Background: an optimization exercise with open tools, aiming at small area and a short achievable clock period. Do not read the settings as production practice. At most, simulation tests tie the RTL to the original design; equivalence was not proved. Power and IR drop assume default switching activity.

==> 12-02: inputs <==
Design procsn32, start of the top module:
module procsn32(
    input clock,
    input [31:0] inst,
    output [31:0] result
    );
    wire [2:0] f3 = inst[14:12];
    wire [3:0] op = inst[3:0];
    wire d_add  = (f3 == 3'd0) & (op == 4'b0001);
    wire d_sub  = (f3 == 3'd1) & (op == 4'b0001);
    wire d_sll  = (f3 == 3'd0) & (op == 4'b0011);
    wire d_srl  = (f3 == 3'd1) & (op == 4'b0011);
    wire d_sra  = (f3 == 3'd2) & (op == 4'b0011);
    wire d_slt  = (f3 == 3'd0) & (op == 4'b0111);
    wire d_sltu = (f3 == 3'd1) & (op == 4'b0111);
    wire d_xor  = (f3 == 3'd0) & (op == 4'b1111);
    wire d_or   = (f3 == 3'd1) & (op == 4'b1111);
    wire d_and  = (f3 == 3'd2) & (op == 4'b1111);
    wire d_addi = (f3 == 3'd0) & (op == 4'b0101);
    reg [31:0] s1_sel1, s1_sel2;    
    reg [4:0]  s1_rd;
    reg [11:0] s1_imm;              
    reg        s1_inv, s1_rev;
    reg        s1_sum, s1_shr, s1_shl, s1_sra, s1_slt, s1_signed;
    reg        s1_xor, s1_or, s1_and;
    always @(posedge clock) begin
        s1_sel1   <= 32'd1 << inst[19:15];
        s1_sel2   <= d_addi ? 32'd0 : 32'd1 << inst[24:20];
        s1_rd     <= inst[11:7];
        s1_imm    <= d_addi ? inst[31:20] : 12'd0;
        s1_inv    <= d_sub | d_slt | d_sltu;
        s1_rev    <= d_sll;
        s1_sum    <= d_add | d_sub | d_addi;
  ...
==> module procsn32, before the edit <==
module procsn32(
    input clock,
    input [31:0] inst,
    output [31:0] result
    );
    wire [2:0] f3 = inst[14:12];
    wire [3:0] op = inst[3:0];
    wire d_add  = (f3 == 3'd0) & (op == 4'b0001);
    wire d_sub  = (f3 == 3'd1) & (op == 4'b0001);
    wire d_sll  = (f3 == 3'd0) & (op == 4'b0011);
    wire d_srl  = (f3 == 3'd1) & (op == 4'b0011);
    wire d_sra  = (f3 == 3'd2) & (op == 4'b0011);
    wire d_slt  = (f3 == 3'd0) & (op == 4'b0111);
    wire d_sltu = (f3 == 3'd1) & (op == 4'b0111);
    wire d_xor  = (f3 == 3'd0) & (op == 4'b1111);
    wire d_or   = (f3 == 3'd1) & (op == 4'b1111);
    wire d_and  = (f3 == 3'd2) & (op == 4'b1111);
    wire d_addi = (f3 == 3'd0) & (op == 4'b0101);
    reg [31:0] s1_sel1, s1_sel2;    
    reg [4:0]  s1_rd;
    reg [11:0] s1_imm;              
    reg        s1_inv, s1_rev;
    reg        s1_sum, s1_shr, s1_shl, s1_sra, s1_slt, s1_signed;
    reg        s1_xor, s1_or, s1_and;
    always @(posedge clock) begin
        s1_sel1   <= 32'd1 << inst[19:15];
        s1_sel2   <= d_addi ? 32'd0 : 32'd1 << inst[24:20];
        s1_rd     <= inst[11:7];
        s1_imm    <= d_addi ? inst[31:20] : 12'd0;
        s1_inv    <= d_sub | d_slt | d_sltu;
        s1_rev    <= d_sll;
        s1_sum    <= d_add | d_sub | d_addi;
        s1_shr    <= d_srl | d_sra;
        s1_shl    <= d_sll;
        s1_sra    <= d_sra;
        s1_slt    <= d_slt | d_sltu;
        s1_signed <= d_slt;
        s1_xor    <= d_xor;
        s1_or     <= d_or;
        s1_and    <= d_and;
    end
    reg  [31:0] outP;
    reg  [4:0]  s2_rd;
    reg  [31:0] s3_we;              
    reg  [31:0] rf [0:31];
    integer i;
    always @(posedge clock)
        for (i = 0; i < 32; i = i + 1)
            if (s3_we[i]) rf[i] <= outP;
    wire [31:0] sel1 = s1_sel1;
    wire [31:0] sel2 = s1_sel2;
    reg [31:0] rd1, rd2;
    always @(*) begin
        rd1 = 32'd0;
        rd2 = 32'd0;
        for (i = 0; i < 32; i = i + 1) begin
            rd1 = rd1 | ({32{sel1[i]}} & rf[i]);
            rd2 = rd2 | ({32{sel2[i]}} & rf[i]);
        end
    end
    reg [31:0] rd1_rev;
    always @(*)
        for (i = 0; i < 32; i = i + 1)
            rd1_rev[i] = rd1[31-i];
    wire [31:0] opa = s1_rev ? rd1_rev : rd1;
    wire [31:0] opb = (rd2 | {{20{s1_imm[11]}}, s1_imm}) ^ {32{s1_inv}};
    reg [31:0] s2_a, s2_b;
    reg        s2_cin, s2_sum, s2_shr, s2_shl, s2_fill, s2_slt, s2_signed;
    reg        s2_xor, s2_or, s2_and;
    always @(posedge clock) begin
        s2_a      <= opa;
        s2_b      <= opb;
        s2_rd     <= s1_rd;
        s2_cin    <= s1_inv;
        s2_sum    <= s1_sum;
        s2_shr    <= s1_shr;
        s2_shl    <= s1_shl;
        s2_fill   <= s1_sra & rd1[31];
        s2_slt    <= s1_slt;
        s2_signed <= s1_signed;
        s2_xor    <= s1_xor;
        s2_or     <= s1_or;
        s2_and    <= s1_and;
    end
    wire [33:0] sum_w = {1'b0, s2_a, 1'b1} + {1'b0, s2_b, s2_cin};
    wire [31:0] sum   = sum_w[32:1];
    wire        cout  = sum_w[33];
    wire        lt    = ~cout ^ (s2_signed & ~(s2_a[31] ^ s2_b[31]));
    wire [4:0]  sh  = s2_b[4:0];
    wire [63:0] shx = {{32{s2_fill}}, s2_a} >> sh;
    wire [31:0] shr = shx[31:0];
    reg  [31:0] shl;
    always @(*)
        for (i = 0; i < 32; i = i + 1)
            shl[i] = shr[31-i];
    wire [31:0] alu =
          ({32{s2_sum}} & sum)
        | ({32{s2_shr}} & shr)
        | ({32{s2_shl}} & shl)
        | ({32{s2_xor}} & (s2_a ^ s2_b))
        | ({32{s2_or}}  & (s2_a | s2_b))
        | ({32{s2_and}} & (s2_a & s2_b))
        | {31'd0, s2_slt & lt};
    always @(posedge clock) begin
        outP  <= alu;
        s3_we <= 32'd1 << s2_rd;
    end
    assign result = outP;
endmodule
Settings: LEC_CHECK=0, ABC_CLOCK_PERIOD_IN_PS=2400, CAP_MARGIN=20, CORE_MARGIN=2, CORE_UTILIZATION=45, SETUP_SLACK_MARGIN=2.0, SLEW_MARGIN=20, TNS_END_PERCENT=20; clock period 4.6 ns.
run.sh (not shown) runs the stock make flow with config.mk's settings and CLKGATE_MAP_FILE= SYNTH_SCRIPT=/design/flow/synth_recipe.tcl, a recipe that flattens the netlist after the stock synthesis.
==> 09-10 (differences from 12-02) <==
--- a/flow/design.v
+++ b/flow/design.v
@@ -20,5 +20,5 @@
     reg [4:0]  s1_rd;
     reg [11:0] s1_imm;              
-    reg        s1_inv, s1_rev;
+    reg        s1_inv;
     reg        s1_sum, s1_shr, s1_shl, s1_sra, s1_slt, s1_signed;
     reg        s1_xor, s1_or, s1_and;
@@ -29,5 +29,4 @@
         s1_imm    <= d_addi ? inst[31:20] : 12'd0;
         s1_inv    <= d_sub | d_slt | d_sltu;
-        s1_rev    <= d_sll;
         s1_sum    <= d_add | d_sub | d_addi;
         s1_shr    <= d_srl | d_sra;
@@ -40,5 +39,6 @@
         s1_and    <= d_and;
     end
-    reg  [31:0] outP;
+    reg  [31:0] outP;               
+    reg  [31:0] wb_n;               
     reg  [4:0]  s2_rd;
     reg  [31:0] s3_we;              
@@ -47,5 +47,5 @@
     always @(posedge clock)
         for (i = 0; i < 32; i = i + 1)
-            if (s3_we[i]) rf[i] <= outP;
+            if (s3_we[i]) rf[i] <= ~wb_n;
     wire [31:0] sel1 = s1_sel1;
     wire [31:0] sel2 = s1_sel2;
@@ -59,11 +59,8 @@
         end
     end
-    reg [31:0] rd1_rev;
-    always @(*)
-        for (i = 0; i < 32; i = i + 1)
-            rd1_rev[i] = rd1[31-i];
-    wire [31:0] opa = s1_rev ? rd1_rev : rd1;
+    wire [31:0] opa = rd1;
     wire [31:0] opb = (rd2 | {{20{s1_imm[11]}}, s1_imm}) ^ {32{s1_inv}};
     reg [31:0] s2_a, s2_b;
+    reg [4:0]  s2_sh;               
     reg        s2_cin, s2_sum, s2_shr, s2_shl, s2_fill, s2_slt, s2_signed;
     reg        s2_xor, s2_or, s2_and;
@@ -71,4 +68,5 @@
         s2_a      <= opa;
         s2_b      <= opb;
+        s2_sh     <= (s1_shr | s1_shl) ? rd2[4:0] : 5'd0;
         s2_rd     <= s1_rd;
         s2_cin    <= s1_inv;
@@ -87,6 +85,10 @@
     wire        cout  = sum_w[33];
     wire        lt    = ~cout ^ (s2_signed & ~(s2_a[31] ^ s2_b[31]));
-    wire [4:0]  sh  = s2_b[4:0];
-    wire [63:0] shx = {{32{s2_fill}}, s2_a} >> sh;
+    reg  [31:0] a_rev;
+    always @(*)
+        for (i = 0; i < 32; i = i + 1)
+            a_rev[i] = s2_a[31-i];
+    wire [31:0] sha = s2_shl ? a_rev : s2_a;
+    wire [63:0] shx = {{32{s2_fill}}, sha} >> s2_sh;
     wire [31:0] shr = shx[31:0];
     reg  [31:0] shl;
@@ -104,4 +106,5 @@
     always @(posedge clock) begin
         outP  <= alu;
+        wb_n  <= ~alu;
         s3_we <= 32'd1 << s2_rd;
     end
==> flow/flow/run.sh (new file) <==
#!/bin/bash
# Layout flow: the standard ORFS flow, with the port buffers made of
# ordinary buffers (sized by repair like any other buffer) instead of the
# delay cells buffer_ports picks by default.
set -euo pipefail
export BUFFER_PORTS_ARGS="-buffer_cell sky130_fd_sc_hd__buf_4"
bash standard.sh finish > standard.log 2>&1
==> flow/standard.sh (new file) <==
#!/bin/bash
# synth_recipe.tcl (not shown) runs the flow's synth.tcl, then flattens the netlist and writes it again
# the make line also repeats each setting of config.mk as NAME=value (left out here)
make -C /OpenROAD-flow-scripts/flow DESIGN_CONFIG=/design/flow/config.mk WORK_HOME=/design/flow/orfs CLKGATE_MAP_FILE= SYNTH_SCRIPT=/design/flow/synth_recipe.tcl "${@:-finish}"
Settings changed: ABC_AREA set to 1, ABC_CLOCK_PERIOD_IN_PS 2400 to not set, CORE_UTILIZATION 45 to 40.
removed: flow/run.sh
==> 01-11 (differences from 12-02) <==
==> flow/design.v (replaced) <==
module procsn32(
    input clock,
    input [31:0] inst,
    output [31:0] result
    );
    integer i, l;
    wire [2:0] f3 = inst[14:12];
    wire [3:0] op = inst[3:0];
    wire d_add  = (f3 == 3'd0) & (op == 4'b0001);
    wire d_sub  = (f3 == 3'd1) & (op == 4'b0001);
    wire d_sll  = (f3 == 3'd0) & (op == 4'b0011);
    wire d_srl  = (f3 == 3'd1) & (op == 4'b0011);
    wire d_sra  = (f3 == 3'd2) & (op == 4'b0011);
    wire d_slt  = (f3 == 3'd0) & (op == 4'b0111);
    wire d_sltu = (f3 == 3'd1) & (op == 4'b0111);
    wire d_xor  = (f3 == 3'd0) & (op == 4'b1111);
    wire d_or   = (f3 == 3'd1) & (op == 4'b1111);
    wire d_and  = (f3 == 3'd2) & (op == 4'b1111);
    wire d_addi = (f3 == 3'd0) & (op == 4'b0101);
    wire [31:0] dec1 = 32'd1 << inst[19:15];
    wire [31:0] dec2 = d_addi ? 32'd0 : 32'd1 << inst[24:20];
    reg [31:0] s1_sel1, s1_sel2;        
    reg [4:0]  s1_rd;
    reg [11:0] s1_imm;                  
    reg        s1_inv, s1_shift;
    reg        s1_sum, s1_shr, s1_shl, s1_sra, s1_slt, s1_signed;
    reg        s1_xor, s1_or, s1_and;
    always @(posedge clock) begin
        s1_sel1   <= dec1;
        s1_sel2   <= dec2;
        s1_rd     <= inst[11:7];
        s1_imm    <= d_addi ? inst[31:20] : 12'd0;
        s1_inv    <= d_sub | d_slt | d_sltu;
        s1_shift  <= d_sll | d_srl | d_sra;
        s1_sum    <= d_add | d_sub | d_addi;
        s1_shr    <= d_srl | d_sra;
        s1_shl    <= d_sll;
        s1_sra    <= d_sra;
        s1_slt    <= d_slt | d_sltu;
        s1_signed <= d_slt;
        s1_xor    <= d_xor;
        s1_or     <= d_or;
        s1_and    <= d_and;
    end
    reg  [31:0] outP;               
    reg  [31:0] wb_n;               
    reg  [4:0]  s2_rd;
    reg  [31:0] s3_we;              
    reg  [31:0] rf [0:31];
    always @(posedge clock)
        for (i = 0; i < 32; i = i + 1)
            if (s3_we[i]) rf[i] <= ~wb_n;
    reg [31:0] rd1, rd2;
    always @(*) begin
        rd1 = 32'd0;
        rd2 = 32'd0;
        for (i = 0; i < 32; i = i + 1) begin
            rd1 = rd1 | ({32{s1_sel1[i]}} & rf[i]);
            rd2 = rd2 | ({32{s1_sel2[i]}} & rf[i]);
        end
    end
    wire [31:0] opa = rd1;
    wire [31:0] opb = (rd2 | {{20{s1_imm[11]}}, s1_imm}) ^ {32{s1_inv}};
    reg [31:0] s2_a, s2_p, s2_g;    
    reg [4:0]  s2_sh;               
    reg        s2_cin, s2_sum, s2_shr, s2_shl, s2_fill, s2_slt, s2_signed;
    reg        s2_norev;            
    reg        s2_xor, s2_or, s2_and;
    always @(posedge clock) begin
        s2_a      <= opa;
        s2_p      <= opa | opb;
        s2_g      <= opa & opb;
        s2_sh     <= s1_shift ? rd2[4:0] : 5'd0;
        s2_rd     <= s1_rd;
        s2_cin    <= s1_inv;
        s2_sum    <= s1_sum;
        s2_shr    <= s1_shr;
        s2_shl    <= s1_shl;
        s2_norev  <= ~s1_shl;
        s2_fill   <= s1_sra & rd1[31];
        s2_slt    <= s1_slt;
        s2_signed <= s1_signed;
        s2_xor    <= s1_xor;
        s2_or     <= s1_or;
        s2_and    <= s1_and;
    end
    reg [31:0] gk [0:5];
    reg [31:0] pk [0:5];
    always @(*) begin
        gk[0] = {s2_g[31:1], s2_g[0] | (s2_p[0] & s2_cin)};
        pk[0] = {s2_p[31:1], 1'b0};
        for (l = 0; l < 5; l = l + 1)
            for (i = 0; i < 32; i = i + 1)
                if (i >= (1 << l)) begin
                    gk[l+1][i] = gk[l][i] | (pk[l][i] & gk[l][i - (1 << l)]);
                    pk[l+1][i] = pk[l][i] & pk[l][i - (1 << l)];
                end else begin
                    gk[l+1][i] = gk[l][i];
                    pk[l+1][i] = pk[l][i];
                end
    end
    wire [31:0] carry = {gk[5][30:0], s2_cin};    
    wire        cout  = gk[5][31];
    wire [31:0] x     = s2_p & ~s2_g;               
    wire [31:0] sum   = x ^ carry;
    wire        lt    = ~cout ^ (s2_signed & ~x[31]);
    reg  [31:0] a_rev;
    always @(*)
        for (i = 0; i < 32; i = i + 1)
            a_rev[i] = s2_a[31-i];
    wire [31:0] sha = s2_norev ? s2_a : a_rev;
    wire [63:0] shx = {{32{s2_fill}}, sha} >> s2_sh;
    wire [31:0] shr = shx[31:0];
    reg  [31:0] shl;
    always @(*)
        for (i = 0; i < 32; i = i + 1)
            shl[i] = shr[31-i];
    wire [31:0] other =
          ({32{s2_shr}} & shr)
        | ({32{s2_shl}} & shl)
        | ({32{s2_xor}} & x)
        | ({32{s2_or}}  & s2_p)
        | ({32{s2_and}} & s2_g);
    wire [31:0] alu = other
        | ({32{s2_sum}} & sum)
        | {31'd0, s2_slt & lt};
    always @(posedge clock) begin
        outP  <= alu;
        wb_n  <= ~alu;
        s3_we <= 32'd1 << s2_rd;
    end
    assign result = outP;
endmodule
==> flow/flow/run.sh (new file) <==
#!/bin/bash
# Layout flow: the standard ORFS flow, with the port buffers made of
# ordinary buffers (sized by repair like any other buffer) instead of the
# delay cells buffer_ports picks by default.
set -euo pipefail
export BUFFER_PORTS_ARGS="-buffer_cell sky130_fd_sc_hd__buf_4"
bash standard.sh finish > standard.log 2>&1
==> flow/standard.sh (new file) <==
#!/bin/bash
# synth_recipe.tcl (not shown) runs the flow's synth.tcl, then flattens the netlist and writes it again
# the make line also repeats each setting of config.mk as NAME=value (left out here)
make -C /OpenROAD-flow-scripts/flow DESIGN_CONFIG=/design/flow/config.mk WORK_HOME=/design/flow/orfs CLKGATE_MAP_FILE= SYNTH_SCRIPT=/design/flow/synth_recipe.tcl "${@:-finish}"
Settings changed: ABC_AREA set to 1, ABC_CLOCK_PERIOD_IN_PS 2400 to not set, CORE_UTILIZATION 45 to 60, CTS_CLUSTER_DIAMETER set to 60, CTS_CLUSTER_SIZE set to 24, PLACE_DENSITY set to 0.75, SETUP_SLACK_MARGIN 2.0 to 2.5, TNS_END_PERCENT 20 to 100.
removed: flow/run.sh
==> 12-21 (differences from 12-02) <==
==> flow/design.v (replaced) <==
module procsn32(
    input clock,
    input [31:0] inst,
    output [31:0] result
    );
    integer i, l;
    wire [2:0] f3 = inst[14:12];
    wire [3:0] op = inst[3:0];
    wire d_add  = (f3 == 3'd0) & (op == 4'b0001);
    wire d_sub  = (f3 == 3'd1) & (op == 4'b0001);
    wire d_sll  = (f3 == 3'd0) & (op == 4'b0011);
    wire d_srl  = (f3 == 3'd1) & (op == 4'b0011);
    wire d_sra  = (f3 == 3'd2) & (op == 4'b0011);
    wire d_slt  = (f3 == 3'd0) & (op == 4'b0111);
    wire d_sltu = (f3 == 3'd1) & (op == 4'b0111);
    wire d_xor  = (f3 == 3'd0) & (op == 4'b1111);
    wire d_or   = (f3 == 3'd1) & (op == 4'b1111);
    wire d_and  = (f3 == 3'd2) & (op == 4'b1111);
    wire d_addi = (f3 == 3'd0) & (op == 4'b0101);
    wire [31:0] dec1 = 32'd1 << inst[19:15];
    wire [31:0] dec2 = d_addi ? 32'd0 : 32'd1 << inst[24:20];
    reg [31:0] s1_sel1, s1_sel2;        
    reg [4:0]  s1_rd;
    reg [11:0] s1_imm;                  
    reg        s1_inv, s1_shift;
    reg        s1_sum, s1_shr, s1_shl, s1_sra, s1_slt, s1_signed;
    reg        s1_xor, s1_or, s1_and;
    always @(posedge clock) begin
        s1_sel1   <= dec1;
        s1_sel2   <= dec2;
        s1_rd     <= inst[11:7];
        s1_imm    <= d_addi ? inst[31:20] : 12'd0;
        s1_inv    <= d_sub | d_slt | d_sltu;
        s1_shift  <= d_sll | d_srl | d_sra;
        s1_sum    <= d_add | d_sub | d_addi;
        s1_shr    <= d_srl | d_sra;
        s1_shl    <= d_sll;
        s1_sra    <= d_sra;
        s1_slt    <= d_slt | d_sltu;
        s1_signed <= d_slt;
        s1_xor    <= d_xor;
        s1_or     <= d_or;
        s1_and    <= d_and;
    end
    reg  [31:0] outP;               
    reg  [31:0] wb_n;               
    reg  [4:0]  s2_rd;
    reg  [31:0] s3_we;              
    reg  [31:0] rf [0:31];
    always @(posedge clock)
        for (i = 0; i < 32; i = i + 1)
            if (s3_we[i]) rf[i] <= ~wb_n;
    reg [31:0] rd1, rd2;
    always @(*) begin
        rd1 = 32'd0;
        rd2 = 32'd0;
        for (i = 0; i < 32; i = i + 1) begin
            rd1 = rd1 | ({32{s1_sel1[i]}} & rf[i]);
            rd2 = rd2 | ({32{s1_sel2[i]}} & rf[i]);
        end
    end
    wire [31:0] opa = rd1;
    wire [31:0] opb = (rd2 | {{20{s1_imm[11]}}, s1_imm}) ^ {32{s1_inv}};
    reg [31:0] s2_a, s2_p, s2_g;    
    reg [4:0]  s2_sh;               
    reg        s2_cin, s2_sum, s2_shr, s2_shl, s2_fill, s2_slt, s2_signed;
    reg        s2_norev;            
    reg        s2_xor, s2_or, s2_and;
    always @(posedge clock) begin
        s2_a      <= opa;
        s2_p      <= opa | opb;
        s2_g      <= opa & opb;
        s2_sh     <= s1_shift ? rd2[4:0] : 5'd0;
        s2_rd     <= s1_rd;
        s2_cin    <= s1_inv;
        s2_sum    <= s1_sum;
        s2_shr    <= s1_shr;
        s2_shl    <= s1_shl;
        s2_norev  <= ~s1_shl;
        s2_fill   <= s1_sra & rd1[31];
        s2_slt    <= s1_slt;
        s2_signed <= s1_signed;
        s2_xor    <= s1_xor;
        s2_or     <= s1_or;
        s2_and    <= s1_and;
    end
    reg [31:0] gk [0:5];
    reg [31:0] pk [0:5];
    always @(*) begin
        gk[0] = {s2_g[31:1], s2_g[0] | (s2_p[0] & s2_cin)};
        pk[0] = {s2_p[31:1], 1'b0};
        for (l = 0; l < 5; l = l + 1)
            for (i = 0; i < 32; i = i + 1)
                if (i >= (1 << l)) begin
                    gk[l+1][i] = gk[l][i] | (pk[l][i] & gk[l][i - (1 << l)]);
                    pk[l+1][i] = pk[l][i] & pk[l][i - (1 << l)];
                end else begin
                    gk[l+1][i] = gk[l][i];
                    pk[l+1][i] = pk[l][i];
                end
    end
    wire [31:0] carry = {gk[5][30:0], s2_cin};    
    wire        cout  = gk[5][31];
    wire [31:0] x     = s2_p & ~s2_g;               
    wire [31:0] sum   = x ^ carry;
    wire        lt    = ~cout ^ (s2_signed & ~x[31]);
    reg  [31:0] a_rev;
    always @(*)
        for (i = 0; i < 32; i = i + 1)
            a_rev[i] = s2_a[31-i];
    wire [31:0] sha = s2_norev ? s2_a : a_rev;
    wire [63:0] shx = {{32{s2_fill}}, sha} >> s2_sh;
    wire [31:0] shr = shx[31:0];
    reg  [31:0] shl;
    always @(*)
        for (i = 0; i < 32; i = i + 1)
            shl[i] = shr[31-i];
    wire [31:0] other =
          ({32{s2_shr}} & shr)
        | ({32{s2_shl}} & shl)
        | ({32{s2_xor}} & x)
        | ({32{s2_or}}  & s2_p)
        | ({32{s2_and}} & s2_g);
    wire [31:0] alu = other
        | ({32{s2_sum}} & sum)
        | {31'd0, s2_slt & lt};
    always @(posedge clock) begin
        outP  <= alu;
        wb_n  <= ~alu;
        s3_we <= 32'd1 << s2_rd;
    end
    assign result = outP;
endmodule
==> flow/flow/run.sh (new file) <==
#!/bin/bash
# Layout flow: the standard ORFS flow, with the port buffers made of
# ordinary buffers (sized by repair like any other buffer) instead of the
# delay cells buffer_ports picks by default.
set -euo pipefail
export BUFFER_PORTS_ARGS="-buffer_cell sky130_fd_sc_hd__buf_4"
bash standard.sh finish > standard.log 2>&1
==> flow/standard.sh (new file) <==
#!/bin/bash
# synth_recipe.tcl (not shown) runs the flow's synth.tcl, then flattens the netlist and writes it again
# the make line also repeats each setting of config.mk as NAME=value (left out here)
make -C /OpenROAD-flow-scripts/flow DESIGN_CONFIG=/design/flow/config.mk WORK_HOME=/design/flow/orfs CLKGATE_MAP_FILE= SYNTH_SCRIPT=/design/flow/synth_recipe.tcl "${@:-finish}"
Settings changed: ABC_AREA set to 1, ABC_CLOCK_PERIOD_IN_PS 2400 to not set, CORE_UTILIZATION 45 to 65, CTS_CLUSTER_DIAMETER set to 70, CTS_CLUSTER_SIZE set to 27, PLACE_DENSITY set to 0.8, SETUP_SLACK_MARGIN 2.0 to 2.5, TNS_END_PERCENT 20 to 100.
removed: flow/run.sh
==> comparison table <==
|  | 09-10 | 12-02 | 01-11 | 12-21 |
|---|---|---|---|---|
| Met3 GRT Util | 0.132 | 0.206 | 0.265 | 0.341 |
| Compound-Gate Fraction of Synth Area | 0.0765 | 0.192 | 0.0799 | 0.0799 |
| Setup Skew | 0.0355 ns | 0.0423 ns | 0.0349 ns | 0.0442 ns |
| Run status | complete, no violations | complete, no violations | complete, no violations | complete, no violations |
| Fillers | 13237 | 9551 | 7006 | 5887 |
| Combinational share of power | 0.079 | 0.113 | 0.084 | 0.094 |
| WP data required | 5.25 ns | 5.23 ns | 5.23 ns | 5.20 ns |
| Buffers, non-clock | 235 | 281 | 275 | 313 |
| Sequential cell power | 13.3 mW | 13.1 mW | 13.6 mW | 13.6 mW |
| Std cell rows | 138 | 125 | 113 | 108 |
| Via count of the first global-routing pass | 45764 | 40178 | 47196 | 48176 |
| Critical path capture point | s2_b[11] | s2_a[19] | s2_p[6] | s2_g[5] |
| Relative slew slack | 0.116 | 0.118 | 0.0730 | 0.0918 |
No functional check of the RTL was part of 12-02.

[port drivers added, routing unchanged]
How much do the figures lean on ideal ports? The routed layouts below were timed once more, with nothing changed but the port constraints. Step 1: set_driving_cell puts a clkbuf_16 on clock and a buf_2 on each other input, an assumption about the parent block. Step 2, shift: input delay + t, output delay - t, t = (earliest + latest rising clock arrival at the registers) / 2. This alone moves slack from input paths to output paths. Slacks: no drivers / after step 1 / after step 2; pairs: no drivers / after step 1.
run	t, ns	setup WS [ns]	worst setup path at the end	worst data-port slew with drivers (ns)
12-02	0.827	1.597 / 1.597 / 1.597	register to register	0.13
09-10	0.869	1.797 / 1.797 / 1.797	register to register	0.05
01-11	0.808	2.388 / 2.388 / 2.066	input to register	0.06
12-21	0.764	2.325 / 2.325 / 2.083	input to register	0.10
After both steps every run listed still meets setup and hold. The setup slack of 01-11, which loses most, moves by 0.000 ns with the drivers and by -0.322 ns with both steps.
